This design comes from an exercise in tuning for small area, a short achievable clock period and few clock cycles on the open sky130 flow, not from production work. Where RTL was checked, it was by simulation tests only, not by an equivalence proof against the original. Only the layout flow was run in run 1; the RTL was not checked for function there. Power figures rest on the tool's default switching activity, not on a simulated workload.

==> flow/design.v <==
module sdram_controller (
        input   clk,
        input   rst,
        output  sdram_cle,
        output  sdram_cs,
        output  sdram_cas,
        output  sdram_ras,
        output  sdram_we,
        output  sdram_dqm,
        output  [1:0]  sdram_ba,
        output  [12:0] sdram_a,
        input   [31:0] sdram_dqi,
        output  [31:0] sdram_dqo,
        input   [22:0] user_addr,
        input   rw,                  
        input   [31:0] data_in,
        output  [31:0] data_out,
        output  busy,
        input   in_valid,
        output  out_valid
    );
    localparam [9:0] REF_TH = 10'd780;
    localparam [2:0] C_NOP = 3'b111,
                     C_RD  = 3'b101;
    reg  [2:0]  cmd_q;
    reg  [12:0] a_q;
    reg  [1:0]  ba_q;
    reg         req_valid;
    reg         req_rw;
    reg  [1:0]  req_b;
    reg  [12:0] req_row;
    reg  [5:0]  req_col;
    reg  [31:0] req_data;
    reg         req_hit;         
    reg  [12:0] row0, row1, row2, row3;
    reg  [3:0]  open;
    reg  [2:0]  v0, v1, v2, v3;
    reg         act_last;        
    reg  [1:0]  rd_v;            
    reg  [9:0]  rcnt;            
    reg         rp;              
    reg  [1:0]  rdp;             
    assign sdram_cle = 1'b1;
    assign sdram_cs  = 1'b0;
    assign sdram_ras = cmd_q[2];
    assign sdram_cas = cmd_q[1];
    assign sdram_we  = cmd_q[0];
    assign sdram_dqm = 1'b0;
    assign sdram_ba  = ba_q;
    assign sdram_a   = a_q;
    assign sdram_dqo = req_data;
    assign out_valid = rdp[1];
    assign data_out  = sdram_dqi;
    wire col_q  = cmd_q[2] & ~cmd_q[1];
    wire busy_w = req_valid & ~col_q;
    assign busy = busy_w;
    wire acc = in_valid & ~busy_w;
    wire [1:0]  in_b   = user_addr[9:8];
    wire [12:0] in_row = user_addr[22:10];
    wire [5:0]  in_col = user_addr[7:2];
    wire [3:0] zero  = {v3 == 3'd0, v2 == 3'd0, v1 == 3'd0, v0 == 3'd0};
    wire [3:0] colok = {v3 <= 3'd2, v2 <= 3'd2, v1 <= 3'd2, v0 <= 3'd2};
    wire [3:0] rmatch = {row3 == in_row, row2 == in_row, row1 == in_row, row0 == in_row};
    wire [3:0] in_sel = 4'b0001 << in_b;
    wire in_open  = open[in_b];
    wire in_zero  = zero[in_b];
    wire in_colok = colok[in_b];
    wire in_hit   = |(in_sel & open & rmatch);
    wire rdv0 = (rd_v == 2'd0);
    wire rq_open  = open[req_b];
    wire rq_zero  = zero[req_b];
    wire rq_colok = colok[req_b];
    wire b_col = busy_w & req_hit & rq_colok & (~req_rw | rdv0);
    wire b_pre = busy_w & ~req_hit & rq_open & rq_zero;
    wire b_act = busy_w & ~rq_open & rq_zero & ~act_last;
    wire b_any = b_col | b_pre | b_act;
    wire pe    = busy_w & ~b_any & in_valid & (in_b != req_b);
    wire y_act = pe & ~in_open & in_zero & ~act_last;
    wire a_act = ~in_open & in_zero & ~act_last;
    wire do_act_x = ~rp & (acc ? a_act : b_act);
    wire do_act   = ~rp & (acc ? a_act : (b_act | y_act));
    wire any_open   = |open;
    wire all_zero   = &zero;
    wire pre_ok_all = &(zero | ~open);
    wire do_preall  = rp & any_open & pre_ok_all;
    wire do_ref     = rp & ~any_open & all_zero;
    wire        sel_in = acc | ~b_any;
    wire [1:0]  t_b   = sel_in ? in_b   : req_b;
    wire [12:0] t_row = sel_in ? in_row : req_row;
    wire [5:0]  x_col = acc ? in_col : req_col;
    wire        x_rw  = acc ? rw : req_rw;
    wire        xv    = acc | busy_w;
    wire [3:0] tsel  = 4'b0001 << t_b;
    wire [3:0] act_k = {4{do_act}} & tsel;
    wire [12:0] a_d = do_act ? t_row : {2'b00, do_preall, 4'b0000, x_col};
    function [2:0] vnext;
        input [2:0] v;
        input act, pre, wr, rf;
        reg [2:0] dec;
        begin
            dec = (v == 3'd0) ? 3'd0 : v - 3'd1;
            if (act)
                vnext = 3'd4;
            else if (pre)
                vnext = 3'd2;
            else if (rf)
                vnext = 3'd6;
            else if (wr && dec == 3'd0)
                vnext = 3'd1;
            else
                vnext = dec;
        end
    endfunction
    wire [2:0]  n_cmd   [0:1];
    wire [3:0]  n_open  [0:1];
    wire [11:0] n_v     [0:1];
    wire [1:0]  n_rdv   [0:1];
    wire        n_rqhit [0:1];
    genvar h;
    generate
        for (h = 0; h < 2; h = h + 1) begin : hx
            wire hit = (h == 1);
            wire y_pre = pe & in_open & in_zero & ~hit;
            wire a_col = hit & in_colok & (~rw | rdv0);
            wire a_pre = ~hit & in_open & in_zero;
            wire do_col = ~rp & (acc ? a_col : b_col);
            wire do_pre = ~rp & (acc ? a_pre : (b_pre | y_pre));
            wire [3:0] pre_k = ({4{do_pre}} & tsel) | {4{do_preall}};
            wire [3:0] wr_k  = {4{do_col & x_rw}} & tsel;
            assign n_cmd[h] = {~(do_act | do_pre | do_preall | do_ref),
                               ~(do_col | do_ref),
                               ~((do_col & x_rw) | do_pre | do_preall)};
            assign n_open[h] = (open | act_k) & ~pre_k;
            assign n_v[h] = {vnext(v3, act_k[3], pre_k[3], wr_k[3], do_ref),
                             vnext(v2, act_k[2], pre_k[2], wr_k[2], do_ref),
                             vnext(v1, act_k[1], pre_k[1], wr_k[1], do_ref),
                             vnext(v0, act_k[0], pre_k[0], wr_k[0], do_ref)};
            assign n_rdv[h] = (do_col & ~x_rw) ? 2'd2 : rdv0 ? 2'd0 : rd_v - 2'd1;
            assign n_rqhit[h] = ((acc ? hit : req_hit) & ~do_preall) | do_act_x;
        end
    endgenerate
    wire hs = in_hit;
    always @(posedge clk) begin
        if (rst) begin
            cmd_q <= C_NOP;
            req_valid <= 1'b0;
            open <= 4'd0;
            v0 <= 3'd0; v1 <= 3'd0; v2 <= 3'd0; v3 <= 3'd0;
            act_last <= 1'b0;
            rd_v <= 2'd0;
            rcnt <= 10'd0;
            rp <= 1'b0;
            rdp <= 2'd0;
        end else begin
            cmd_q <= n_cmd[hs];
            req_valid <= xv;
            open <= n_open[hs];
            {v3, v2, v1, v0} <= n_v[hs];
            act_last <= do_act;
            rd_v <= n_rdv[hs];
            rcnt <= do_ref ? 10'd0 : rcnt + 10'd1;
            rp <= (rp & ~do_ref) | (rcnt == REF_TH);
            rdp <= {rdp[0], cmd_q == C_RD};
        end
        a_q <= a_d;
        ba_q <= t_b;
        req_hit <= n_rqhit[hs];
        if (acc) begin
            req_rw <= rw;
            req_b <= in_b;
            req_row <= in_row;
            req_col <= in_col;
            req_data <= data_in;
        end
        if (act_k[0]) row0 <= t_row;
        if (act_k[1]) row1 <= t_row;
        if (act_k[2]) row2 <= t_row;
        if (act_k[3]) row3 <= t_row;
    end
endmodule
==> flow/run.sh <==
#!/bin/bash
# synth_recipe.tcl (not shown) runs the flow's synth.tcl, then flattens the netlist and writes it again
# the make line also repeats each setting of config.mk as NAME=value (left out here)
make -C /OpenROAD-flow-scripts/flow DESIGN_CONFIG=/design/flow/config.mk WORK_HOME=/design/flow/orfs CLKGATE_MAP_FILE= SYNTH_SCRIPT=/design/flow/synth_recipe.tcl finish
==> flow/config.mk <==
export PLATFORM = sky130hd
export DESIGN_NAME = sdram_controller
export DESIGN_NICKNAME = sdram_controller
export VERILOG_FILES = /design/flow/design.v
export SDC_FILE = /design/flow/constraint.sdc
export NUM_CORES = 4
export LEC_CHECK = 0
export CAP_MARGIN = 20
export CORE_MARGIN = 2
export CORE_UTILIZATION = 40
export SETUP_SLACK_MARGIN = 3.0
export SLEW_MARGIN = 20
==> flow/constraint.sdc <==
create_clock -name core_clock -period 5.0 [get_ports {clk}]
set_input_delay 1.0000 -clock core_clock [delete_from_list [all_inputs] [get_ports {clk}]]
set_output_delay 1.0000 -clock core_clock [all_outputs]
set_load 0.01 [all_outputs]
==> results_dict.tcl, run 1 <==
set metrics [dict create \
    syn_inst 561 \
    synth_cell_type_count 64 \
    cts.clk_slew.worst_paths_ps 70 \
    holdBufCountCts 0 \
    setup_tns_ps 0 \
    synth_edf_count 99 \
    leakage_nw 3.656 \
    cts_tree "yes" \
    gp_congestion 0.9020 \
    finalClockSkew_ps 10.10 \
    drt_pass1_iterations 4 \
    path_class "in2reg" \
    diodes 0 \
    drt-total-wl_um 18230 \
    yosys.area_share.simple_pct 11.49 \
    hpwl_um 11690 \
    fin_util_pct 55.95 \
    drv_cap 0 \
    async_reset_ff_share_pct 0 \
    synth-compound-area-share_pct 8.317 \
    die_area_um2 18910 \
    drt-initial-drc-count 409 \
    layout-drive-gt1-share_pct 42.80 \
    tightestPinTransition_ps 709.6 \
    yosysSeqAreaShare_pct 58.26 \
    die_w_um 137.5 \
    grt_util_all_layers_pct 20.21 \
    synthXorXnorAreaFrac_pct 7.615 \
    status "no timing/DRC/antenna violations" \
    synth.avg_cell_area_um2 12.71 \
    htreeDepth 4 \
    rsz0062_at_grt "true" \
    synth.area.mux_share_pct 6.177 \
    io_buffers 108 \
    clkLatencyLatePin_ps 430 \
    period_needed_ps 2554 \
    nFillCells 1411 \
    setup_viol 0 \
    slew_headroom_pct 52.34 \
    synth_top_family_by_area "simple AND/OR/NAND/NOR gates" \
    wl_per_cell_um 19.84 \
    viasPerCell 5.332 \
    ir_drop_uv 309.3 \
    ys_seq_elements 158 \
    cts_buffers 17 \
    fp.dieH_um 137.5 \
    core-area_um2 17360 \
    fin_hold_ws_ps 439.1 \
    fmaxAchievable_mhz 391.5 \
    ant_nets 0 \
    cellPowerDensity_nw_per_um2 458.1 \
    ioPinCount 178 \
    grt_pass1_vias 5030 \
    grt_start_max_net_pins 21 \
    finalCritPeriodShare_pct 51.08 \
    initial_core_util_pct 41.08 \
    clock_sinks 158 \
    row_count 48 \
    synth_area_um2 7131 \
    hold_viol_final 0 \
    crit_required_ps 5350 \
    cts.path.max_buffers 2 \
    grt_first_pass_wirelength_um 28060 \
    cts_root_buf "clkbuf_16" \
    overflow 0 \
    nNetsFinal 782 \
    endpoint_kind "flop" \
    synthFlopType "edfxtp_1" \
    cp_max_fo 6 \
    synthAdderAreaFrac_pct 1.755 \
    slew_violations 0 \
    dp_slack_ps 1055 \
    antenna_found_initial 0 \
    worstSetupStartpointType "primary input" \
    worstPathArrival_ps 2900 \
    area_growth_pct 36.20 \
    drc 0 \
    hp-class "reg2reg" \
    yosys_warnings 1 \
    fin_ws_ps 2446 \
    vias 4900 \
]
## sequential cells by signal (all words and copies together) (netlist names), 3 cells and up
register / cells
v1: 3
v0: 3
cmd_q: 3
v2: 3
req_col: 6
req_data: 32
a_q: 13
rcnt: 10
row1: 13
row0: 13
row3: 13
open: 4
v3: 3
row2: 13
req_row: 13
## final timing paths
| kind | startpoint | endpoint | slack, ps | cells past startpoint |
|---|---|---|---|---|
| max reg2reg | v2[2] | open[3] | 2460 | 8 |
| min | rdp[0] | rdp[1] | 440 | 1 |
| max | user_addr[8] | v0[0] | 2450 | 7 |
| min reg2reg | rdp[0] | rdp[1] | 440 | 1 |
## cells in the mapped netlist, types with 7 or more instances
cell type	count	area share (%)
a31oi_1	8	0.70
and2_1	17	1.5
buf_4	35	3.7
clkbuf_1	17	0.89
dfxtp_1	59	17
edfxtp_1	99	42
ha_1	10	1.8
inv_1	15	0.79
mux2_2	24	3.8
nand2_1	7	0.37
nand3_1	17	1.2
nand4_1	16	1.4
nor2_1	38	2.0
nor2b_1	9	0.79
o21ai_0	7	0.49
xnor2_1	55	6.8
xor2_1	7	0.86
## metrics by stage
| stage | instance area (um^2) | cells | power, mW |
|---|---|---|---|
| 2_1_floorplan | 7323 | 562 | 2.419 |
| 3_3_place_gp | 8158 | 835 | 2.770 |
| 3_5_place_dp | 8158 | 835 | 2.787 |
| 4_1_cts | 9523 | 911 | 4.415 |
| 5_1_grt | 9712 | 919 | 4.644 |
| 6_report | 9712 | 919 | 4.449 |
## worst max-delay path, stage by stage
cell	delay (ps)
buf_12	100
mux4_2	490
or4b_4	550
a41oi_4	230
buf_6	170
o2111ai_1	140
a211oi_1	210
## layout make-up
type | count | area [um^2] | area share [%]
flip-flops and latches | 158 | 4159 | 42.82
multi-input cells | 326 | 3202 | 32.97
repair buffers | 162 | 1364 | 14.04
clock buffers | 17 | 425.4 | 4.380
well taps | 225 | 281.5 | 2.899
clock inverters | 15 | 206.4 | 2.126
inverters | 15 | 67.56 | 0.6957
repair inverters | 1 | 6.256 | 0.06442
## logic make-up after synthesis
family | Yosys count
other | 2
and+or+nand+nor | 144
buffers and inverters | 78
DFF | 158
adders and majority gates | 10
xor gates and xnor gates | 62
AOI/OAI and AO/OA | 74
muxes | 33
## power breakdown
| group | total (mW) | leakage (nW) | switching, mW | internal [mW] |
|---|---|---|---|---|
| combinational | 1.32 | 1.93 | 0.688 | 0.634 |
| clock | 1.38 | 0.312 | 0.602 | 0.774 |
| sequential | 1.75 | 1.41 | 0.115 | 1.64 |
| total | 4.45 | 3.66 | 1.41 | 3.04 |
## placed cells by master (no fill, tap or decap), drive strengths merged, types with 7 or more instances in the layout
master	instances
nand2	7
buf	106
nand4	16
nor2b	9
xnor2	55
inv	26
clkbuf	29
nand3	18
clkdlybuf4s50	39
ha	10
a31oi	8
xor2	7
o21ai	7
and2	17
edfxtp	99
nor2	41
mux2	25
dfxtp	59
## layer usage
| layer | vias to the layer above | track usage (%) | wire length, um |
|---|---|---|---|
| met1 | 2377 | 26.38 | 7705 |
| met4 | 0 | 8.992 | 459 |
| li1 | 2264 | - | - |
| met5 | - | 0 | 0 |
| met2 | 211 | 32.06 | 8639 |
| met3 | 48 | 4.783 | 1423 |
## repair_timing
| item | in CTS | in global routing |
|---|---|---|
| pin swaps | 53 | 22 |
| endpoints found under the hold margin | 0 | 0 |
| setup buffers | 43 | 8 |
| gates cloned | 1 | 0 |
| gates resized for setup | 377 | 54 |
| endpoints found under the setup margin | 291 | 194 |
==> inputs of run 2 (changes only) <==
--- a/flow/design.v
+++ b/flow/design.v
@@ -19,7 +19,7 @@
         input   in_valid,
         output  out_valid
     );
-    localparam [9:0] REF_TH = 10'd780;
+    localparam [9:0] REF_ST = 10'd380;
     localparam [2:0] C_NOP = 3'b111,
                      C_RD  = 3'b101;
     reg  [2:0]  cmd_q;
@@ -148,7 +148,7 @@
             v0 <= 3'd0; v1 <= 3'd0; v2 <= 3'd0; v3 <= 3'd0;
             act_last <= 1'b0;
             rd_v <= 2'd0;
-            rcnt <= 10'd0;
+            rcnt <= 10'd1;
             rp <= 1'b0;
             rdp <= 2'd0;
         end else begin
@@ -158,8 +158,8 @@
             {v3, v2, v1, v0} <= n_v[hs];
             act_last <= do_act;
             rd_v <= n_rdv[hs];
-            rcnt <= do_ref ? 10'd0 : rcnt + 10'd1;
-            rp <= (rp & ~do_ref) | (rcnt == REF_TH);
+            rcnt <= do_ref ? 10'd1 : {rcnt[8:0], rcnt[9] ^ rcnt[6]};
+            rp <= (rp & ~do_ref) | (rcnt == REF_ST);
             rdp <= {rdp[0], cmd_q == C_RD};
         end
         a_q <= a_d;
--- a/flow/config.mk
+++ b/flow/config.mk
@@ -7,6 +7,6 @@
 export LEC_CHECK = 0
 export CAP_MARGIN = 20
 export CORE_MARGIN = 2
-export CORE_UTILIZATION = 40
-export SETUP_SLACK_MARGIN = 3.0
+export CORE_UTILIZATION = 50
+export SETUP_SLACK_MARGIN = 2.2
 export SLEW_MARGIN = 20
==> run 2 against run 1 <==
Effect of this change:
- still clean
- via count fell by 15%
- clock skew fell by 3.9 ps
- critical path depth rose by 1
- synthesized area fell by 5.7%
- global-route usage rose by 0.50 points
- cell area fell by 11%
- critical path type unchanged
==> results_dict.tcl, run 2 <==
set metrics [dict create \
    fp.dieH_um 120.0 \
    async_reset_ff_share_pct 0 \
    whs_path_depth 1 \
    path_class "in2reg" \
    synth.avg_cell_area_um2 13.30 \
    fin_ws_ps 2248 \
    synth_edf_count 99 \
    final_common_cell "edfxtp_1" \
    drv_cap 0 \
    yosysSeqAreaShare_pct 61.74 \
    fmaxAchievable_mhz 363.4 \
    hp-class "reg2reg" \
    clkLatencyLatePin_ps 420 \
    vias 4163 \
    mostFrequentLayoutCells "edfxtp_1 (99), clkdlybuf4s50_1 (93), dfxtp_1 (59)" \
    io_buffers 108 \
    clock_sinks 158 \
    synthTopCellsByCount "edfxtp_1 (99), dfxtp_1 (59), xnor2_1 (55)" \
    largest_reg_flops 32 \
    overflow 0 \
    viasPerCell 5.303 \
    syn_inst 506 \
    period_needed_ps 2752 \
    die_w_um 120.0 \
    nNetsFinal 695 \
    yosys_warnings 1 \
    htreeDepth 4 \
    grt_util_all_layers_pct 20.71 \
    synth_area_leaders "edfxtp_1 (44%), dfxtp_1 (18%), xnor2_1 (7.2%), mux2_2 (4.5%), buf_4 (4.0%)" \
    wl_per_cell_um 18.68 \
    cts_tree "yes" \
    regMostFlops "req_data" \
    gp_congestion 0.8234 \
    worstSetupStartpointType "primary input" \
    drt_pass1_iterations 4 \
    synth_area_leader_cell "edfxtp_1" \
    power.total_mw 4.162 \
    slew_headroom_pct 61.34 \
    finalCritPeriodShare_pct 55.04 \
    dp_slack_ps 829.7 \
    core-area_um2 13190 \
    nFillCells 1002 \
    crit_path_start "user_addr[8]" \
    dpl.cell_count 733 \
    slew_violations 0 \
    layout-drive-gt1-share_pct 23.48 \
    ys_seq_elements 158 \
    synth_area_um2 6728 \
    tightestPinTransition_ps 579.2 \
    grt_first_pass_wirelength_um 22350 \
    final-seq-area_um2 4154 \
    finalClockSkew_ps 6.237 \
    leakage_nw 3.166 \
    synthFlopType "edfxtp_1" \
    area_growth_pct 28.21 \
    crit_required_ps 5130 \
    ant_nets 0 \
    yosysMostFrequentCell "edfxtp_1" \
    endpoint_kind "flop" \
    synth_cell_type_count 48 \
    ioPinCount 178 \
    holdBufCountCts 0 \
    drt-initial-drc-count 219 \
    drc 0 \
    antenna_found_initial 0 \
    rsz0062_at_grt "false" \
    diodes 0 \
    r2r_slack_ps 2320 \
    cts_root_buf "clkbuf_16" \
    grt_start_max_net_pins 34 \
    yosysTopAreaCellShare_pct 44.19 \
    hold_path.startpoint "rdp[0]" \
    cellPowerDensity_nw_per_um2 482.5 \
    cp_max_fo 13 \
    setup_viol 0 \
    multi_input_area_um2 2338 \
    fin_hold_ws_ps 451.6 \
    setup_tns_ps 0 \
    status "no timing/DRC/antenna violations" \
    r2r_cells 9 \
    worstPathArrival_ps 2880 \
    cts_buffers 17 \
    drt-total-wl_um 14660 \
    final_cell_count_no_fill 785 \
    fin_util_pct 65.40 \
    cts.path.max_buffers 2 \
    ir_drop_uv 320.0 \
    hold_viol_final 0 \
    postPlaceCellArea_um2 7734 \
    final_area_um2 8626 \
    hpwl_um 9971 \
    die_area_um2 14400 \
    grt_pass1_vias 4163 \
    cts.clk_slew.worst_paths_ps 60 \
    row_count 42 \
    initial_core_util_pct 51.01 \
    r2r_start "req_b[0]" \
]
-- run 2: changes by cell type after synthesis, moves of 8 or more --
cell,change
nor4b_1,+8
o21ai_0,+10
clkbuf_1,-11
nand3_1,-11
nor2_1,-25
buf_2,+11
nand2_1,+11
-- run 2: worst paths after layout --
path / end
max reg2reg: v1[1]
max: row2[5]
min: rdp[1]
min reg2reg: rdp[1]
-- run 2: what timing repair did --
item                       in CTS  in global routing
setup endpoints to repair      88                 67
cloned                          3                  1
pin swaps                       3                  8
gates resized for setup        33                 56
buffers inserted                9                  7
-- run 2: kinds of logic after synthesis --
kind of cell               Yosys count  share of synthesized area (%)
DFF                                158                          61.74
adders and majority gates            8                          1.488
buffers and inverters               83                          7.179
muxes                               37                          7.011
AOI/OAI and AO/OA                   58                          6.324
xor gates and xnor gates            55                          7.160
and+or+nand+nor                    105                          8.983
other                                2                         0.1116
-- run 2: layer usage --
layer  routed length [um]  part of all wire, %  vias up  global-route usage (%)
li1                     -                    -     1956                       -
met1                 6328                   43     2029                   26.40
met2                 7203                   49      158                   33.74
met3                  927                  6.3       20                   5.276
met4                  201                  1.4        0                   8.456
met5                    0                    0        -                       0
-- run 2: worst max-delay path, cell delays in order --
cell	delay [ps]
buf_4	160
mux4_2	560
nor4b_4	360
nand4_1	220
nand2_4	200
buf_4	160
nand2_8	70
inv_8	120
-- run 2: layout make-up --
type / instances / share of cell area [%]
clock buffers: 22 / 5.512
clock inverters: 10 / 1.291
inverters: 22 / 1.189
multi-input cells: 267 / 27.11
flip-flops and latches: 158 / 48.16
well taps: 176 / 2.553
repair buffers: 128 / 14.01
repair inverters: 2 / 0.1741
-- run 2: power breakdown --
part / internal (mW) / switching (mW) / total (mW) / leakage [nW]
clock: 0.776 / 0.488 / 1.26 / 0.283
combinational: 0.561 / 0.565 / 1.13 / 1.47
sequential: 1.67 / 0.106 / 1.77 / 1.41
total: 3.00 / 1.16 / 4.16 / 3.17
Testbench counts of run 2, summed over its fixed seeds: cycles 76,097.
==> inputs of run 3 (changes only) <==
--- a/flow/config.mk
+++ b/flow/config.mk
@@ -8,5 +8,5 @@
 export CAP_MARGIN = 20
 export CORE_MARGIN = 2
 export CORE_UTILIZATION = 50
-export SETUP_SLACK_MARGIN = 2.2
+export SETUP_SLACK_MARGIN = 1.5
 export SLEW_MARGIN = 20
==> run 3 against run 2 <==
Effect of this change:
- die area stayed put
- non-clock buffer count is 14 lower
- hold slack worse by 10 ps
- total power is 4.5% lower
- via count is 2.4% lower
- global-route usage is 0.57 points lower
- core utilization is 2.6 points lower
- still clean on timing, DRC and antenna
- sequential share of layout area is 2.0 points higher
- register-to-register slack worse by 370 ps
- setup slack worse by 600 ps
- critical endpoint is now v0[1]
- largest cell class unchanged
==> results_dict.tcl, run 3 <==
set metrics [dict create \
    synthTopCellsByCount "edfxtp_1 (99), dfxtp_1 (59), xnor2_1 (55)" \
    synth_edf_count 99 \
    layout-drive-gt1-share_pct 13.51 \
    hp-class "reg2reg" \
    r2r-end "row1[9]" \
    drt-initial-drc-count 316 \
    cts_tree "yes" \
    tightestPinTransition_ps 596.9 \
    finalCritPeriodShare_pct 67.06 \
    die_w_um 120.0 \
    clkLatencyLatePin_ps 420 \
    p_sw_mw 1.135 \
    ant_nets 0 \
    antenna_found_initial 0 \
    fp.dieH_um 120.0 \
    vias 4064 \
    cts.path.max_buffers 2 \
    hpwl_um 9912 \
    fin_util_pct 62.79 \
    cts_resized 2 \
    slew_headroom_pct 60.21 \
    drt-total-wl_um 13940 \
    leakage_nw 2.998 \
    hold_path.startpoint "rdp[0]" \
    wl_per_cell_um 18.15 \
    area_growth_pct 23.10 \
    worstSetupStartpointType "primary input" \
    hold_viol_final 0 \
    grt_start_max_net_pins 37 \
    gp_congestion 0.8241 \
    synth_area_leaders "edfxtp_1 (44%), dfxtp_1 (18%), xnor2_1 (7.2%), mux2_2 (4.5%), buf_4 (4.0%)" \
    path_class "in2reg" \
    setup_tns_ps 0 \
    whs_path_depth 1 \
    syn_inst 506 \
    grt_util_all_layers_pct 20.13 \
    io_buffers 108 \
    setup_viol 0 \
    drc 0 \
    fmaxAchievable_mhz 298.2 \
    clock_sinks 158 \
    synth_cell_type_count 48 \
    p_int_mw 2.840 \
    htreeDepth 4 \
    yosysSeqAreaShare_pct 61.74 \
    pwr-share-seq_pct 44.4 \
    grt_first_pass_wirelength_um 21770 \
    core-area_um2 13190 \
    finalClockSkew_ps 12.13 \
    cts_setup_buffers 0 \
    synth_area_leader_cell "edfxtp_1" \
    nFillCells 1033 \
    regMostFlops "req_data" \
    overflow 0 \
    r2r_cells 7 \
    cts_root_buf "clkbuf_16" \
    rsz0062_at_grt "false" \
    pwr-share-clk_pct 31.2 \
    ys_seq_elements 158 \
    crit_required_ps 5360 \
    initial_core_util_pct 51.01 \
    slew_violations 0 \
    period_needed_ps 3353 \
    final_area_um2 8282 \
    worstPathArrival_ps 3710 \
    holdBufCountCts 0 \
    cellPowerDensity_nw_per_um2 480.0 \
    largest_reg_flops 32 \
    diodes 0 \
    mostFrequentLayoutCells "clkdlybuf4s50_1 (106), edfxtp_1 (99), dfxtp_1 (59)" \
    die_area_um2 14400 \
    endpoint_kind "flop" \
    synthFlopType "edfxtp_1" \
    final_common_cell "clkdlybuf4s50_1" \
    grt_pass1_vias 4073 \
    r2r_slack_ps 1950 \
    synth_area_um2 6728 \
    row_count 42 \
    comb_power_share_pct 24.4 \
    viasPerCell 5.292 \
    synth.avg_cell_area_um2 13.30 \
    cts.clk_slew.worst_paths_ps 60 \
    drv_cap 0 \
    ir_drop_uv 333.7 \
    ioPinCount 178 \
    postPlaceCellArea_um2 7689 \
    async_reset_ff_share_pct 0 \
    yosysMostFrequentCell "edfxtp_1" \
    r2r_start "req_b[1]" \
    switching_share_pct 28.55 \
    status "no timing/DRC/antenna violations" \
    holdPathEnd "rdp[1]" \
    yosys_warnings 1 \
    cp_max_fo 6 \
    nNetsFinal 678 \
    yosysTopAreaCellShare_pct 44.19 \
    drt_pass1_iterations 5 \
    cts_buffers 17 \
]
[run 3: cell types whose count changed in the layout (fill, tap and decap cells not counted), sizes merged]
cell,change
clkdlybuf4s50,+13
clkinvlp,-1
and2,-1
bufinv,-1
clkbuf,-19
clkinv,-1
inv,+6
dlymetal6s2s,+2
buf,-15
[run 3: cells by family after synthesis]
| family | Yosys count | share of synthesized area (%) |
|---|---|---|
| flip-flops | 158 | 61.74 |
| AND/OR/NAND/NOR | 105 | 8.983 |
| buffers and inverters | 83 | 7.179 |
| AO/OA/AOI/OAI | 58 | 6.324 |
| XOR/XNOR | 55 | 7.160 |
| multiplexers | 37 | 7.011 |
| adder cells (fa/ha/maj) | 8 | 1.488 |
| other | 2 | 0.1116 |
[run 3: cell type report]
| cell class | count | area [um^2] | area share, % |
|---|---|---|---|
| multi-input combinational | 266 | 2112 | 25.50 |
| clock buffer | 17 | 425.4 | 5.137 |
| clock inverter | 15 | 152.6 | 1.843 |
| tap | 176 | 220.2 | 2.659 |
| inverter | 22 | 86.33 | 1.042 |
| sequential | 158 | 4154 | 50.16 |
| timing repair buffer | 114 | 1131 | 13.66 |
[run 3: worst max-delay path by stage]
stage	end	slack (ps)	startpoint	cells past startpoint
after floorplan	row1[0]	1750	user_addr[8]	8
after global placement	row1[8]	840	user_addr[8]	7
after detailed placement	row1[8]	750	user_addr[8]	7
after CTS	row0[10]	1520	user_addr[8]	8
after global routing	v0[1]	1600	user_addr[22]	8
final	v0[1]	1650	user_addr[22]	8
[run 3: worst max-delay path, cell delays in order]
cell and delay (ps):
clkdlybuf4s50_1 670, xnor2_1 200, nand4_1 160, nor4_1 70
or4_1 620, o41ai_4 530, and2_1 270, o311a_1 180
[run 3: metal layers]
layer	track usage, %	up-vias	part of all wire (%)
li1	-	1927	-
met1	26.50	1935	44
met2	30.86	190	47
met3	6.369	12	8.3
met4	8.382	0	0.86
met5	0	-	0
[run 3: power by group through the flow]
stage | Clock [mW] | Sequential, mW | Combinational, mW
final | 1.24 | 1.76 | 0.970
after global routing | 1.33 | 1.79 | 1.05
after global placement | 0 | 1.78 | 0.949
after CTS | 1.27 | 1.77 | 0.977
after detailed placement | 0 | 1.79 | 0.968
after floorplan | 0 | 1.81 | 0.574
[run 3: stage by stage]
| step | total power [mW] | worst slack [ps] | hold slack, ps | instances |
|---|---|---|---|---|
| finish | 3.976 | 1647 | 441.4 | 768 |
| global route | 4.172 | 1596 | 472.4 | 768 |
| CTS | 4.011 | 1517 | 443.7 | 768 |
| detailed placement | 2.761 | 748.0 | 435.9 | 736 |
| global placement | 2.733 | 844.4 | 426.5 | 736 |
| floorplan | 2.389 | 1754 | 413.8 | 507 |
==> inputs of run 4 (changes only) <==
--- a/flow/config.mk
+++ b/flow/config.mk
@@ -7,6 +7,6 @@
 export LEC_CHECK = 0
 export CAP_MARGIN = 20
 export CORE_MARGIN = 2
-export CORE_UTILIZATION = 50
-export SETUP_SLACK_MARGIN = 1.5
+export CORE_UTILIZATION = 55
+export SETUP_SLACK_MARGIN = 2.2
 export SLEW_MARGIN = 20
==> run 4 against run 3 <==
Effect of this change:
- still clean on timing, DRC and antenna
- sequential power about the same
- sequential share of layout area decreased by 0.97 points
- maximum frequency increased by 22%
- via count increased by 3.5%
- critical endpoint is now v1[0]
==> results_dict.tcl, run 4 <==
set metrics [dict create \
    status "no timing/DRC/antenna violations" \
    ir_drop_uv 327.8 \
    yosysMostFrequentCell "edfxtp_1" \
    fp.dieH_um 114.6 \
    r2r_start "req_b[1]" \
    clkLatencyLatePin_ps 420 \
    synthFlopType "edfxtp_1" \
    grt_first_pass_wirelength_um 21970 \
    synth_area_leaders "edfxtp_1 (44%), dfxtp_1 (18%), xnor2_1 (7.2%), mux2_2 (4.5%), buf_4 (4.0%)" \
    setup_tns_ps 0 \
    r2r_slack_ps 2320 \
    nNetsFinal 691 \
    period_needed_ps 2747 \
    tightestPinTransition_ps 597.1 \
    regMostFlops "req_data" \
    grt_start_max_net_pins 34 \
    yosysTopAreaCellShare_pct 44.19 \
    hold_viol_final 0 \
    viasPerCell 5.594 \
    cp_max_fo 17 \
    endpoint_kind "flop" \
    slew_headroom_pct 60.14 \
    hpwl_um 10040 \
    rsz0062_at_grt "false" \
    grt_util_all_layers_pct 22.38 \
    slew_violations 0 \
    holdPathEnd "rdp[1]" \
    setup_viol 0 \
    vias 4207 \
    ioPinCount 178 \
    cts_root_buf "clkbuf_16" \
    synth_area_um2 6728 \
    pwr-share-seq_pct 42.8 \
    hold_path.startpoint "rdp[0]" \
    area_growth_pct 25.53 \
    fmaxAchievable_mhz 364.1 \
    layout-drive-gt1-share_pct 20.66 \
    ys_seq_elements 158 \
    cts_buffers 17 \
    comb_power_share_pct 26.5 \
    cts.clk_slew.worst_paths_ps 60 \
    async_reset_ff_share_pct 0 \
    switching_share_pct 27.70 \
    overflow 0 \
    crit_required_ps 5310 \
    synth_cell_type_count 48 \
    synthTopCellsByCount "edfxtp_1 (99), dfxtp_1 (59), xnor2_1 (55)" \
    cellPowerDensity_nw_per_um2 489.2 \
    hp-class "reg2reg" \
    r2r_cells 7 \
    power.total_mw 4.131 \
    largest_reg_flops 32 \
    cts_tree "yes" \
    synth_edf_count 99 \
    final_cell_count_no_fill 752 \
    r2r-end "v0[1]" \
    drt_pass1_iterations 5 \
    ant_nets 0 \
    p_sw_mw 1.145 \
    finalCritPeriodShare_pct 54.93 \
    holdBufCountCts 0 \
    synth_area_leader_cell "edfxtp_1" \
    yosysSeqAreaShare_pct 61.74 \
    leakage_nw 3.088 \
    htreeDepth 4 \
    row_count 40 \
    die_w_um 114.6 \
    worstPathArrival_ps 3060 \
    mostFrequentLayoutCells "edfxtp_1 (99), clkdlybuf4s50_1 (93), dfxtp_1 (59)" \
    io_buffers 108 \
    pwr-share-clk_pct 30.7 \
    path_class "in2reg" \
    dpl.cell_count 704 \
    gp_congestion 0.8561 \
    drv_cap 0 \
    drt-total-wl_um 14660 \
    synth.avg_cell_area_um2 13.30 \
    finalClockSkew_ps 7.049 \
    core-area_um2 11960 \
    antenna_found_initial 0 \
    p_int_mw 2.987 \
    drt-initial-drc-count 380 \
    grt_pass1_vias 4155 \
    final_common_cell "edfxtp_1" \
    wl_per_cell_um 19.50 \
    clock_sinks 158 \
    whs_path_depth 1 \
    worstSetupStartpointType "primary input" \
    yosys_warnings 1 \
    drc 0 \
    initial_core_util_pct 56.24 \
    diodes 0 \
    cts.path.max_buffers 2 \
    die_area_um2 13130 \
    syn_inst 506 \
]
==> run 4: layout make-up <==
type | instances | area (um^2)
sequential | 158 | 4154
fill | 890 | 3516
multi-input combinational | 267 | 2223
timing repair buffer | 124 | 1184
clock buffer | 21 | 440.4
tap | 147 | 183.9
clock inverter | 11 | 142.6
inverter | 22 | 102.6
timing repair inverter | 2 | 15.01
==> run 4: worst max path at each step <==
| stage | to | startpoint | slack, ps |
|---|---|---|---|
| finish | v1[0] | in_valid | 2250 |
| global route | v1[0] | in_valid | 2190 |
| global placement | row0[10] | user_addr[8] | 1010 |
| detailed placement | row0[8] | user_addr[8] | 920 |
| CTS | v2[0] | in_valid | 2190 |
| floorplan | row1[0] | user_addr[8] | 2160 |
==> run 4: layer usage <==
layer | track usage [%] | wire, um | vias to the layer above
met3 | 6.088 | 1024 | 23
met2 | 35.50 | 7015 | 183
met5 | 0 | 0 | -
li1 | - | - | 1952
met1 | 29.53 | 6436 | 2049
met4 | 8.537 | 187 | 0
==> run 4: power by group through the flow <==
stage,clock network (mW),logic (mW),registers [mW]
finish,1.27,1.09,1.77
global route,1.35,1.17,1.79
CTS,1.29,1.04,1.77
detailed placement,0,1.00,1.79
global placement,0,0.977,1.78
floorplan,0,0.624,1.82
==> run 4: worst max-delay path, cell delays in order <==
cell	delay, ps
clkdlybuf4s50_1	520
a21boi_4	280
buf_12	200
mux2i_2	300
nor3_1	100
a21oi_2	330
nor4b_1	110
o211a_1	210
==> run 4: repair_timing <==
action	CTS	global route
setup endpoints to repair	88	67
pin swaps	1	6
cloned	3	1
resized for setup	31	47
buffers inserted	3	9
==> run 4: stage by stage <==
step / setup WS (ps) / hold slack (ps) / utilization (%) / area, um^2
2_1_floorplan: 2164 / 413.8 / - / 6817
3_3_place_gp: 1010 / 429.6 / 64.35 / 7697
3_5_place_dp: 923.1 / 430.5 / 64.35 / 7697
4_1_cts: 2187 / 445.4 / 69.69 / 8335
5_1_grt: 2195 / 461.1 / 70.61 / 8446
6_report: 2253 / 443.3 / 70.61 / 8446
==> run 4: logic make-up (layout without fill, tap and decap cells) <==
group,Yosys count,count (layout),synth area share [%]
buf+inv,83,180,7.179
flops,158,158,61.74
other cells,2,3,0.1116
mux,37,37,7.011
xor+xnor,55,55,7.160
simple gates,105,106,8.983
compound gates,58,58,6.324
fa+ha+maj,8,8,1.488
==> inputs of run 5 (changes only) <==
--- a/flow/config.mk
+++ b/flow/config.mk
@@ -5,6 +5,7 @@
 export SDC_FILE = /design/flow/constraint.sdc
 export NUM_CORES = 4
 export LEC_CHECK = 0
+export ABC_AREA = 1
 export CAP_MARGIN = 20
 export CORE_MARGIN = 2
 export CORE_UTILIZATION = 55
==> run 5 against run 4 <==
Effect of this change:
- non-clock buffer count down 8
- synthesized area up 14%
- clock skew up 1.1 ps
- cell area up 12%
- flip-flop and latch count unchanged
- sequential share of layout area down 5.2 points
- via count up 50%
- sequential power down 7%
- count of clock-buffer cells in the layout down 1
==> results_dict.tcl, run 5 <==
set metrics [dict create \
    ioPinCount 178 \
    dpl.cell_count 1121 \
    cts.path.max_buffers 2 \
    final_common_cell "nand2_1" \
    row_count 43 \
    r2r_slack_ps 2340 \
    ys_seq_elements 158 \
    synth_area_leader_cell "edfxtp_1" \
    postPlaceCellArea_um2 8650 \
    grt_start_max_net_pins 56 \
    hpwl_um 14800 \
    async_reset_ff_share_pct 0 \
    viasPerCell 5.409 \
    antenna_found_initial 1 \
    area_growth_pct 23.72 \
    status "no timing/DRC/antenna violations" \
    drt-total-wl_um 20680 \
    hold_path.startpoint "rdp[0]" \
    synth_area_um2 7637 \
    overflow 0 \
    rsz0062_at_grt "false" \
    yosysMostFrequentCell "nand2_1" \
    cts_buffers 17 \
    layout-drive-gt1-share_pct 11.20 \
    cts_root_buf "clkbuf_16" \
    core-area_um2 13720 \
    clock_sinks 158 \
    power.total_mw 3.870 \
    synth_area_leaders "edfxtp_1 (39%), dfxtp_1 (15%), nand2_1 (12%), nor2_1 (5.4%), inv_1 (4.7%)" \
    leakage_nw 4.216 \
    vias 6291 \
    mostFrequentLayoutCells "nand2_1 (241), nor2_1 (107), edfxtp_1 (99)" \
    synthFlopType "edfxtp_1" \
    finalClockSkew_ps 8.171 \
    largest_reg_flops 32 \
    final_cell_count_no_fill 1163 \
    cts_tree "yes" \
    grt_first_pass_wirelength_um 31510 \
    r2r_cells 12 \
    slew_headroom_pct 18.85 \
    fmaxAchievable_mhz 368.6 \
    grt_pass1_vias 6147 \
    die_area_um2 14850 \
    fin_ws_ps 2287 \
    hold_viol_final 0 \
    hp-class "reg2reg" \
    cp_max_fo 14 \
    dp_slack_ps 1036 \
    grt_util_all_layers_pct 28.32 \
    worstSetupStartpointType "primary input" \
    fin_util_pct 68.87 \
    drt-initial-drc-count 511 \
    cts.clk_slew.worst_paths_ps 60 \
    io_buffers 108 \
    yosysTopAreaCellShare_pct 38.93 \
    synth_cell_type_count 44 \
    endpoint_kind "flop" \
    clkLatencyLatePin_ps 420 \
    syn_inst 879 \
    die_w_um 121.8 \
    worstPathArrival_ps 2850 \
    slew_violations 0 \
    regMostFlops "req_data" \
    ir_drop_uv 230.1 \
    whs_path_depth 2 \
    drt_pass1_iterations 5 \
    holdPathEnd "rdp[1]" \
    crit_required_ps 5130 \
    setup_tns_ps 0 \
    period_needed_ps 2713 \
    fin_hold_ws_ps 408.9 \
    nFillCells 1102 \
    synth_edf_count 99 \
    r2r_start "v0[0]" \
    holdBufCountCts 0 \
    r2r-end "row2[6]" \
    yosys_warnings 1 \
    initial_core_util_pct 55.67 \
    final_area_um2 9449 \
    yosysSeqAreaShare_pct 54.39 \
    path_class "in2reg" \
    tightestPinTransition_ps 1207 \
    wl_per_cell_um 17.78 \
    synth.avg_cell_area_um2 8.689 \
    synthTopCellsByCount "nand2_1 (246), nor2_1 (109), edfxtp_1 (99)" \
    fp.dieH_um 121.8 \
    htreeDepth 4 \
    setup_viol 0 \
    finalCritPeriodShare_pct 54.25 \
    gp_congestion 0.9363 \
    ant_nets 0 \
    nNetsFinal 1068 \
    drv_cap 0 \
    drc 0 \
    cellPowerDensity_nw_per_um2 409.5 \
]
-- run 5: layer usage --
| layer | vias up | part of all wire, % | GRT usage (%) |
|---|---|---|---|
| met5 | - | 0 | 0 |
| met1 | 2974 | 38 | 33.66 |
| li1 | 2978 | - | - |
| met4 | 0 | 4.0 | 14.30 |
| met2 | 276 | 51 | 49.41 |
| met3 | 63 | 6.4 | 4.822 |
-- run 5: final cells by class --
| class | count | area [um^2] | share of cell area [%] |
|---|---|---|---|
| repair inverters | 1 | 6.256 | 0.06621 |
| inverters | 115 | 464.2 | 4.913 |
| clock buffers | 20 | 436.7 | 4.621 |
| multi-input cells | 560 | 2788 | 29.50 |
| well taps | 180 | 225.2 | 2.383 |
| flip-flops and latches | 158 | 4154 | 43.96 |
| diodes | 1 | 2.502 | 0.02648 |
| clock inverters | 12 | 166.4 | 1.761 |
| repair buffers | 116 | 1206 | 12.76 |
-- run 5: report_power, final --
part           internal [mW]  switching, mW
Combinational          0.332          0.554
Clock                  0.830          0.499
Sequential              1.58         0.0707
-- run 5: timing repair --
action                     in CTS  in global routing
pin swaps                       1                  1
cloned                          2                  0
gates resized for setup        18                 19
buffers inserted                2                  5
setup endpoints to repair     109                 71
-- run 5: kinds of logic after synthesis --
kind of cell / after synthesis / share of synthesized area (%)
buffers and inverters: 163 / 10.34
other: 2 / 0.09833
adders and majority gates: 8 / 1.311
DFF: 158 / 54.39
AOI/OAI and AO/OA: 71 / 5.488
and+or+nand+nor: 465 / 27.00
xor gates and xnor gates: 12 / 1.376
-- run 5: how the worst max path moves through the flow --
stage                  start  cells after the start        to  slack, ps
2_1_floorplan       in_valid                      9   row1[0]       2150
4_1_cts        user_addr[19]                     14     v2[1]       2210
3_3_place_gp    user_addr[8]                     10  row3[11]       1040
5_1_grt         user_addr[8]                     15     v1[0]       2220
3_5_place_dp    user_addr[8]                     10   row3[5]       1040
6_report        user_addr[8]                     11   row2[6]       2290
-- run 5: critical path, cell delays in order --
cell and delay, ps:
clkdlybuf4s15_2 330, nand2_1 110, nor2_1 200, inv_1 120
nand4_1 120, nand3b_1 150, nand2_2 80, nand2_4 160
nand2_8 110, nand2_1 220, clkinv_4 220
==> inputs of run 6 (changes only) <==
--- a/flow/config.mk
+++ b/flow/config.mk
@@ -5,9 +5,8 @@
 export SDC_FILE = /design/flow/constraint.sdc
 export NUM_CORES = 4
 export LEC_CHECK = 0
-export ABC_AREA = 1
 export CAP_MARGIN = 20
 export CORE_MARGIN = 2
-export CORE_UTILIZATION = 55
+export CORE_UTILIZATION = 60
 export SETUP_SLACK_MARGIN = 2.2
 export SLEW_MARGIN = 20
==> run 6 against run 5 <==
Effect of this change:
- die area is 19% lower
- synthesized area shrank 12%
- hold slack gained 25 ps
- maximum frequency shrank 1.4%
- cell area fell by 11%
- via count shrank 32%
- sequential share of layout area grew 5.7 points
- critical path depth down 2
- global-route usage is 2.8 points lower
- clock power decreased by 8%
- count of clock-buffer cells in the layout up 3
==> results_dict.tcl, run 6 <==
set metrics [dict create \
    crit_required_ps 5420 \
    cts.path.max_buffers 2 \
    dpl.cell_count 697 \
    fmaxAchievable_mhz 363.4 \
    synth_area_um2 6728 \
    worstPathArrival_ps 3170 \
    yosysMostFrequentCell "edfxtp_1" \
    die_w_um 109.9 \
    cts_tree "yes" \
    tightestPinTransition_ps 604.7 \
    grt_pass1_vias 4293 \
    grt_first_pass_wirelength_um 22450 \
    ir_drop_uv 289.3 \
    hold_viol_final 0 \
    die_area_um2 12080 \
    grt_start_max_net_pins 29 \
    nNetsFinal 685 \
    overflow 0 \
    comb_power_share_pct 26.0 \
    core-area_um2 10890 \
    synth_area_leader_cell "edfxtp_1" \
    cp_max_fo 11 \
    viasPerCell 5.763 \
    cts.clk_slew.worst_paths_ps 60 \
    cts_buffers 17 \
    hpwl_um 10470 \
    drt-initial-drc-count 307 \
    htreeDepth 4 \
    synthTopCellsByCount "edfxtp_1 (99), dfxtp_1 (59), xnor2_1 (55)" \
    clkLatencyLatePin_ps 530 \
    diodes 0 \
    area_growth_pct 24.38 \
    synth_cell_type_count 48 \
    layout-drive-gt1-share_pct 17.03 \
    largest_reg_flops 32 \
    fp.dieH_um 109.9 \
    rsz0062_at_grt "false" \
    yosys_warnings 1 \
    ys_seq_elements 158 \
    initial_core_util_pct 61.79 \
    p_sw_mw 1.155 \
    setup_viol 0 \
    yosysSeqAreaShare_pct 61.74 \
    vias 4259 \
    leakage_nw 3.063 \
    clock_sinks 158 \
    synth_area_leaders "edfxtp_1 (44%), dfxtp_1 (18%), xnor2_1 (7.2%), mux2_2 (4.5%), buf_4 (4.0%)" \
    postPlaceCellArea_um2 7689 \
    pwr-share-clk_pct 30.4 \
    async_reset_ff_share_pct 0 \
    status "no timing/DRC/antenna violations" \
    drt-total-wl_um 15070 \
    ant_nets 0 \
    synth.avg_cell_area_um2 13.30 \
    row_count 38 \
    mostFrequentLayoutCells "edfxtp_1 (99), clkdlybuf4s50_1 (92), dfxtp_1 (59)" \
    wl_per_cell_um 20.39 \
    drc 0 \
    syn_inst 506 \
    final_cell_count_no_fill 739 \
    pwr-share-seq_pct 43.6 \
    drv_cap 0 \
    hp-class "reg2reg" \
    finalCritPeriodShare_pct 55.04 \
    cellPowerDensity_nw_per_um2 486.0 \
    yosysTopAreaCellShare_pct 44.19 \
    drt_pass1_iterations 5 \
    worstSetupStartpointType "flop" \
    antenna_found_initial 0 \
    slew_headroom_pct 59.63 \
    regMostFlops "req_data" \
    switching_share_pct 28.40 \
    final_area_um2 8368 \
    nFillCells 702 \
    synthFlopType "edfxtp_1" \
    io_buffers 108 \
    slew_violations 0 \
    gp_congestion 0.8827 \
    final_common_cell "edfxtp_1" \
    grt_util_all_layers_pct 25.55 \
    p_int_mw 2.912 \
    cts_root_buf "clkbuf_8" \
    setup_tns_ps 0 \
    period_needed_ps 2752 \
    ioPinCount 178 \
    endpoint_kind "flop" \
    finalClockSkew_ps 12.00 \
    synth_edf_count 99 \
    path_class "reg2reg" \
]
run 6: cell count changes in the layout (fill, tap and decap cells not counted), moves of 12 or more:
cell | previous run | this run
nand2_1 | 241 | 14
nor2_1 | 107 | 12
nand3_1 | 38 | 6
dlygate4sd2_1 | 1 | 13
dlymetal6s2s_1 | 13 | 1
inv_2 | 15 | 1
xnor2_1 | 7 | 55
mux2_2 | 0 | 27
inv_1 | 92 | 16
and2_1 | 0 | 17
run 6: logic make-up (layout without fill, tap and decap cells):
| group | after synthesis | in the layout | synth area share (%) |
|---|---|---|---|
| compound gates | 58 | 58 | 6.324 |
| buf+inv | 83 | 174 | 7.179 |
| mux | 37 | 37 | 7.011 |
| fa+ha+maj | 8 | 8 | 1.488 |
| flops | 158 | 158 | 61.74 |
| xor+xnor | 55 | 55 | 7.160 |
| simple gates | 105 | 106 | 8.983 |
| other cells | 2 | 3 | 0.1116 |
run 6: routing by layer:
layer  vias to the layer above  routed length (um)  track usage (%)
met4                         0                 455            13.92
met1                      2068                6050            31.79
met3                        39                1264            5.631
met2                       207                7297            41.54
li1                       1945                   -                -
met5                         -                   0                0
run 6: worst paths after layout:
| check | start | end | slack [ps] | depth (start not counted) |
|---|---|---|---|---|
| setup reg to reg | v0[0] | v1[1] | 2250 | 9 |
| hold / removal | rdp[0] | rdp[1] | 430 | 1 |
| hold reg to reg | rdp[0] | rdp[1] | 430 | 1 |
| setup / recovery | v0[0] | v1[1] | 2250 | 9 |
run 6: layout make-up:
| type | instances | area (um^2) | share of cell area [%] |
|---|---|---|---|
| repair buffers | 118 | 1146 | 13.70 |
| clock inverters | 9 | 112.6 | 1.346 |
| inverters | 22 | 102.6 | 1.226 |
| clock buffers | 23 | 456.7 | 5.458 |
| repair inverters | 2 | 15.01 | 0.1794 |
| multi-input cells | 267 | 2206 | 26.36 |
| flip-flops and latches | 158 | 4154 | 49.64 |
| well taps | 140 | 175.2 | 2.093 |
run 6: per-stage QoR:
| stage | hold WS, ps | util [%] | worst slack [ps] | total power, mW |
|---|---|---|---|---|
| after floorplan | 413.8 | - | 2164 | 2.439 |
| after detailed placement | 424.6 | 70.62 | 964.5 | 2.797 |
| after global placement | 424.1 | 70.62 | 1032 | 2.758 |
| final | 434.0 | 76.86 | 2248 | 4.067 |
| after global routing | 453.1 | 76.86 | 2187 | 4.231 |
| after CTS | 438.3 | 76.47 | 2204 | 4.068 |
run 6: repair_timing:
item,CTS,global route
hold buffers,0,0
gates cloned,3,0
buffers inserted,5,2
gates resized for setup,29,9
endpoints found under the setup margin,84,71
pin swaps,1,2
run 6: critical path: stages (launching register included):
cell and delay, ps:
dfxtp_1 330, nor2_1 180, ha_2 260, mux4_2 250, nand3_1 170, a211o_1 340
and2_4 240, a32o_2 310, and2_1 190, o311a_1 350
run 6: power groups by stage:
| stage | combinational (mW) | sequential (mW) | clock, mW |
|---|---|---|---|
| floorplan | 0.624 | 1.82 | 0 |
| global placement | 0.971 | 1.79 | 0 |
| detailed placement | 1.00 | 1.80 | 0 |
| CTS | 1.04 | 1.77 | 1.25 |
| global route | 1.13 | 1.79 | 1.30 |
| finish | 1.06 | 1.77 | 1.23 |
==> inputs of run 7 (changes only) <==
--- a/flow/config.mk
+++ b/flow/config.mk
@@ -7,6 +7,6 @@
 export LEC_CHECK = 0
 export CAP_MARGIN = 20
 export CORE_MARGIN = 2
-export CORE_UTILIZATION = 60
+export CORE_UTILIZATION = 70
 export SETUP_SLACK_MARGIN = 2.2
 export SLEW_MARGIN = 20
==> run 7 against run 6 <==
Effect of this change:
- register-to-register slack worse by 330 ps
- non-clock buffer count is 8 higher
- cell count is 0.27% lower
- cell area grew 0.84%
- synthesized area is the same
- first-iteration DRC count rose to 2.7 times the previous value
- setup slack worse by 330 ps
- die area fell by 14%
- via count increased by 19%
- sequential power about the same
==> results_dict.tcl, run 7 <==
set metrics [dict create \
    pwr-share-seq_pct 42.0 \
    pwr-share-clk_pct 28.7 \
    synth_edf_count 99 \
    worstPathArrival_ps 3330 \
    rsz0062_at_grt "false" \
    setup_tns_ps 0 \
    dp_slack_ps 1038 \
    overflow 0 \
    switching_share_pct 32.86 \
    hpwl_um 10800 \
    path_buf_inv 2 \
    fmaxAchievable_mhz 324.1 \
    yosys_warnings 1 \
    worst_path_max_delay_cell "nor4b_1" \
    ant_nets 0 \
    drt-initial-drc-count 829 \
    cp_cell_sequence "nor2_1, ha_2, mux4_2, nand3_2, nor4b_1, a21oi_1, nand2_1, buf_12, nand2_4, clkinvlp_4" \
    met2_usage_pct 58.81 \
    grtUsageMet3_pct 12.45 \
    grt_start_max_net_pins 31 \
    synth.avg_cell_area_um2 13.30 \
    period_needed_ps 3085 \
    layout-drive-gt1-share_pct 19.74 \
    status "no timing/DRC/antenna violations" \
    core-area_um2 9284 \
    synthTopCellsByCount "edfxtp_1 (99), dfxtp_1 (59), xnor2_1 (55)" \
    synth_cell_type_count 48 \
    clock_sinks 158 \
    initial_core_util_pct 72.47 \
    vias 5057 \
    synth_area_leader_cell "edfxtp_1" \
    endpoint_kind "flop" \
    drt_pass1_iterations 8 \
    drv_cap 0 \
    gp_congestion 0.9078 \
    slew_headroom_pct 46.47 \
    crit_required_ps 5240 \
    area_growth_pct 25.42 \
    grt_util_all_layers_pct 35.77 \
    async_reset_ff_share_pct 0 \
    cp_max_fo 12 \
    hp-class "reg2reg" \
    diodes 0 \
    die_area_um2 10410 \
    leakage_nw 3.126 \
    p_sw_mw 1.404 \
    tightestPinTransition_ps 795.6 \
    yosysTopAreaCellShare_pct 44.19 \
    drc 0 \
    io_buffers 108 \
    worstSetupStartpointType "flop" \
    postPlaceCellArea_um2 7675 \
    slew_violations 0 \
    die_w_um 102.0 \
    largest_reg_flops 32 \
    regMostFlops "req_data" \
    p_int_mw 2.869 \
    cellPowerDensity_nw_per_um2 506.4 \
    setup_viol 0 \
    fp.dieH_um 102.0 \
    ys_seq_elements 158 \
    cts.path.max_buffers 2 \
    grtUsageMet1_pct 40.07 \
    path_class "reg2reg" \
    antenna_found_initial 0 \
    grt_pass1_vias 4827 \
    wl_per_cell_um 28.63 \
    cts_tree "yes" \
    synth_area_leaders "edfxtp_1 (44%), dfxtp_1 (18%), xnor2_1 (7.2%), mux2_2 (4.5%), buf_4 (4.0%)" \
    finalClockSkew_ps 13.24 \
    hold_viol_final 0 \
    drt-total-wl_um 21100 \
    top_usage_layer "met2" \
    final_area_um2 8438 \
    row_count 35 \
    yosysSeqAreaShare_pct 61.74 \
    cts.clk_slew.worst_paths_ps 70 \
    cts_root_buf "clkbuf_8" \
    clkLatencyLatePin_ps 540 \
    synth_area_um2 6728 \
    mostFrequentLayoutCells "edfxtp_1 (99), clkdlybuf4s50_1 (92), dfxtp_1 (59)" \
    comb_power_share_pct 29.3 \
    yosysMostFrequentCell "edfxtp_1" \
    ir_drop_uv 406.9 \
    viasPerCell 6.862 \
    ioPinCount 178 \
    fin_ws_ps 1915 \
    htreeDepth 4 \
    final_common_cell "edfxtp_1" \
    finalCritPeriodShare_pct 61.71 \
    nNetsFinal 694 \
    grt_first_pass_wirelength_um 26720 \
    synthFlopType "edfxtp_1" \
    max_stage_delay_ps 610 \
    syn_inst 506 \
    cts_buffers 17 \
    cp_top_family "simple AND/OR/NAND/NOR gates" \
]
-- run 7: cell counts after synthesis --
No cell type changed its count.
-- run 7: cell type report --
type | instances | area, um^2
Timing Repair inverter | 2 | 11.26
Inverter | 22 | 105.1
Fill cell | 351 | 845.8
Tap cell | 129 | 161.4
Clock buffer | 18 | 427.9
Timing Repair Buffer | 126 | 1217
Clock inverter | 14 | 118.9
Sequential cell | 158 | 4154
Multi-Input combinational cell | 268 | 2242
-- run 7: worst paths after layout --
check                           startpoint      end  slack [ps]  cells after the start
worst min register to register     rcnt[4]  rcnt[5]         460                      1
worst max-delay path                 v2[0]  row3[9]        1910                     10
worst min-delay path               rcnt[4]  rcnt[5]         460                      1
worst max register to register       v2[0]  row3[9]        1910                     10
-- run 7: what timing repair did --
item,4_1_cts,5_1_grt
cloned,3,1
resized for setup,34,11
pin swaps,2,3
hold buffers,0,0
hold endpoints to repair,0,0
endpoints found under the setup margin,84,80
buffers inserted,6,9
-- run 7: per-layer routing --
metal / wire (um) / up-vias / share of wire [%]
met2: 10300 / 533 / 49
met3: 2541 / 194 / 12
li1: - / 1958 / -
met4: 1579 / 0 / 7.5
met1: 6676 / 2372 / 32
met5: 0 / - / 0
-- run 7: power groups by stage --
stage,Combinational (mW),Sequential (mW),Clock [mW]
after CTS,1.08,1.78,1.21
after global routing,1.29,1.81,1.28
after detailed placement,0.996,1.80,0
final,1.25,1.80,1.23
after global placement,0.956,1.79,0
after floorplan,0.624,1.82,0
-- run 7: cells by family after synthesis --
kind of cell,Yosys count,synth area share [%]
AOI/OAI and AO/OA,58,6.324
xor gates and xnor gates,55,7.160
adders and majority gates,8,1.488
buffers and inverters,83,7.179
DFF,158,61.74
muxes,37,7.011
other,2,0.1116
and+or+nand+nor,105,8.983
-- run 7: metrics by stage --
stage                     hold WS (ps)  std cells  power (mW)  util, %
after floorplan                  413.8        507       2.439        -
after global placement           424.6        686       2.742    82.67
after detailed placement         444.3        686       2.795    82.67
after CTS                        462.3        727       4.071    89.64
after global routing             470.1        737       4.376    90.89
final                            458.7        737       4.273    90.89
==> inputs of run 8 (changes only) <==
--- a/flow/config.mk
+++ b/flow/config.mk
@@ -7,6 +7,8 @@
 export LEC_CHECK = 0
 export CAP_MARGIN = 20
 export CORE_MARGIN = 2
-export CORE_UTILIZATION = 70
+export CORE_UTILIZATION = 60
+export CTS_BUF_LIST = sky130_fd_sc_hd__clkbuf_4 sky130_fd_sc_hd__clkbuf_8
+export CTS_CLUSTER_SIZE = 40
 export SETUP_SLACK_MARGIN = 2.2
 export SLEW_MARGIN = 20
==> run 8 against run 7 <==
Effect of this change:
- critical path type is now in2reg
- count of clock-buffer cells in the layout rose by 5
- combinational power fell by 13%
- critical endpoint is now row3[7]
- via count down 17%
- cell area decreased by 2.2%
- hold slack got worse by 21 ps
==> results_dict.tcl, run 8 <==
set metrics [dict create \
    nFillCells 718 \
    core-area_um2 10890 \
    r2r_cells 9 \
    initial_core_util_pct 61.79 \
    finalClockSkew_ps 12.06 \
    slew_headroom_pct 60.45 \
    hp-class "reg2reg" \
    leakage_nw 3.012 \
    r2r_slack_ps 2270 \
    whs_path_depth 1 \
    antenna_found_initial 0 \
    hold_path.startpoint "rdp[0]" \
    crit_path_start "user_addr[8]" \
    rsz0062_at_grt "false" \
    synthFlopType "edfxtp_1" \
    final_common_cell "edfxtp_1" \
    synth_cell_type_count 48 \
    io_buffers 108 \
    cts_buffers 17 \
    postPlaceCellArea_um2 7689 \
    r2r-end "v1[1]" \
    slew_violations 0 \
    yosys_warnings 1 \
    gp_congestion 0.8827 \
    holdBufCountCts 0 \
    worstPathArrival_ps 2920 \
    finalCritPeriodShare_pct 55.41 \
    htreeDepth 4 \
    grt_first_pass_wirelength_um 22340 \
    layout-drive-gt1-share_pct 18.38 \
    period_needed_ps 2770 \
    drv_cap 0 \
    fp.dieH_um 109.9 \
    syn_inst 506 \
    viasPerCell 5.647 \
    clkLatencyLatePin_ps 450 \
    drt_pass1_iterations 5 \
    die_area_um2 12080 \
    p_sw_mw 1.115 \
    nNetsFinal 690 \
    overflow 0 \
    setup_tns_ps 0 \
    max_stage_delay_ps 570 \
    final_area_um2 8253 \
    ant_nets 0 \
    cp_max_fo 10 \
    grt_util_all_layers_pct 25.48 \
    mostFrequentLayoutCells "edfxtp_1 (99), clkdlybuf4s50_1 (93), dfxtp_1 (59)" \
    ioPinCount 178 \
    synth_area_leaders "edfxtp_1 (44%), dfxtp_1 (18%), xnor2_1 (7.2%), mux2_2 (4.5%), buf_4 (4.0%)" \
    cts.clk_slew.worst_paths_ps 80 \
    crit_required_ps 5150 \
    synth.avg_cell_area_um2 13.30 \
    cts.path.max_buffers 2 \
    worstSetupStartpointType "primary input" \
    pwr-share-seq_pct 46.4 \
    async_reset_ff_share_pct 0 \
    status "no timing/DRC/antenna violations" \
    path_buf_inv 3 \
    diodes 0 \
    die_w_um 109.9 \
    wl_per_cell_um 20.08 \
    grt_pass1_vias 4247 \
    dpl.cell_count 697 \
    drt-total-wl_um 14940 \
    worst_path_max_delay_cell "mux4_2" \
    path_class "in2reg" \
    cp_cell_sequence "clkbuf_4, mux4_2, nor4b_4, nand4_1, nand2_2, buf_12, nand2_4, clkinvlp_4" \
    holdPathEnd "rdp[1]" \
    yosysTopAreaCellShare_pct 44.19 \
    p_int_mw 2.694 \
    cts_root_buf "clkbuf_8" \
    fin_util_pct 75.80 \
    pwr-share-clk_pct 24.9 \
    synth_area_um2 6728 \
    largest_reg_flops 32 \
    drt-initial-drc-count 286 \
    yosysSeqAreaShare_pct 61.74 \
    synthTopCellsByCount "edfxtp_1 (99), dfxtp_1 (59), xnor2_1 (55)" \
    final_cell_count_no_fill 744 \
    switching_share_pct 29.27 \
    vias 4201 \
    synth_area_leader_cell "edfxtp_1" \
    row_count 38 \
    cts_tree "yes" \
    clock_sinks 158 \
    hold_viol_final 0 \
    drc 0 \
    setup_viol 0 \
    yosysMostFrequentCell "edfxtp_1" \
    tightestPinTransition_ps 592.5 \
    fin_hold_ws_ps 437.4 \
    grt_start_max_net_pins 29 \
    area_growth_pct 22.67 \
    regMostFlops "req_data" \
    r2r_start "v0[0]" \
    cp_top_family "simple AND/OR/NAND/NOR gates" \
    ir_drop_uv 298.8 \
    hpwl_um 10470 \
    synth_edf_count 99 \
    ys_seq_elements 158 \
    comb_power_share_pct 28.7 \
    fmaxAchievable_mhz 361.0 \
    cellPowerDensity_nw_per_um2 461.6 \
    endpoint_kind "flop" \
]
==> run 8: changes by cell type in the layout (fill, tap and decap cells not counted), sizes merged <==
cell	previous run	this run
clkinv	4	7
inv	33	21
clkinvlp	1	3
and2	21	20
buf	19	15
clkdlybuf4s18	0	1
clkdlybuf4s50	92	93
dlymetal6s2s	1	0
bufinv	0	2
clkbuf	19	24
==> run 8: what timing repair did <==
action                     4_1_cts  5_1_grt
resized for setup               29       11
cloned                           3        0
pin swaps                        2        5
setup endpoints to repair       89       61
setup buffers                    6        6
==> run 8: final cells by class <==
class / instances / area [um^2] / area share [%]
clock buffers: 23 / 291.5 / 3.532
clock inverters: 9 / 112.6 / 1.364
inverters: 22 / 102.6 / 1.243
multi-input cells: 267 / 2202 / 26.68
flip-flops and latches: 158 / 4154 / 50.33
well taps: 140 / 175.2 / 2.122
repair buffers: 123 / 1200 / 14.54
repair inverters: 2 / 15.01 / 0.1819
==> run 8: per-layer routing <==
| metal | vias to the layer above | GRT usage [%] | wire length, um |
|---|---|---|---|
| met3 | 30 | 5.631 | 1169 |
| met2 | 198 | 41.28 | 7236 |
| met5 | - | 0 | 0 |
| li1 | 1949 | - | - |
| met1 | 2024 | 31.92 | 6090 |
| met4 | 0 | 13.65 | 440 |
==> run 8: power groups by stage <==
| stage | sequential (mW) | combinational [mW] | clock, mW |
|---|---|---|---|
| floorplan | 1.82 | 0.624 | 0 |
| global placement | 1.79 | 0.971 | 0 |
| detailed placement | 1.80 | 1.00 | 0 |
| CTS | 1.77 | 1.05 | 0.961 |
| global route | 1.79 | 1.17 | 1.02 |
| finish | 1.77 | 1.09 | 0.947 |
==> run 8: how the worst max path moves through the flow <==
stage               endpoint  slack (ps)  cells past startpoint
detailed placement   row0[5]         960                      8
global placement     row0[5]        1030                      8
finish               row3[7]        2230                      8
global route         row0[3]        2190                      8
floorplan            row1[0]        2160                      8
CTS                  row3[7]        2210                      8
==> run 8: cells by family (layout without fill, tap and decap cells) <==
kind of cell | after synthesis | after routing | synth area share [%]
XOR/XNOR | 55 | 55 | 7.160
buffers and inverters | 83 | 179 | 7.179
AND/OR/NAND/NOR | 105 | 106 | 8.983
multiplexers | 37 | 37 | 7.011
adder cells (fa/ha/maj) | 8 | 8 | 1.488
other | 2 | 3 | 0.1116
flip-flops | 158 | 158 | 61.74
AO/OA/AOI/OAI | 58 | 58 | 6.324
==> run 8: stage by stage <==
step | worst slack, ps | power (mW)
floorplan | 2164 | 2.439
global placement | 1032 | 2.758
detailed placement | 964.5 | 2.797
CTS | 2209 | 3.775
global route | 2188 | 3.980
finish | 2230 | 3.809

afterwards: timing with drivers on the ports:
Ports are ideal in the flow. The routed layouts listed here were re-timed in OpenROAD. Step 1 sets driving cells, clkbuf_16 on the clock port and buf_2 on the other inputs (assumed; they add their load-dependent delay and slew). Step 2 adds t to the input delays and takes it off the output delays; t is the mean of the earliest and latest rising clock arrival at the registers after step 1. Input paths then give back, and output paths get back, about the clock's delay inside the block. Three values: no drivers, after step 1, after step 2; two values: the first two.
run	shift t [ns]	setup WS [ns]	worst setup path after step 2	worst data-port slew with drivers (ns)	cell pins on the clock port's net
run 1	0.472	2.446 / 2.426 / 1.954	input to register	0.08	1
run 2	0.452	2.248 / 2.258 / 1.806	input to register	0.08	1
run 3	0.455	1.647 / 1.662 / 1.207	input to register	0.08	1
run 4	0.454	2.253 / 2.266 / 1.813	input to register	0.08	1
run 5	0.463	2.287 / 2.310 / 1.847	input to register	0.07	1
run 6	0.568	2.248 / 2.248 / 1.745	input to register	0.11	1
run 7	0.573	1.915 / 1.915 / 1.390	input to register	0.09	1
run 8	0.481	2.230 / 2.225 / 1.744	input to register	0.11	1
After both steps every run listed still meets setup and hold. The setup slack of run 7, which loses most, moves by 0.000 ns with the drivers and by -0.525 ns with both steps.
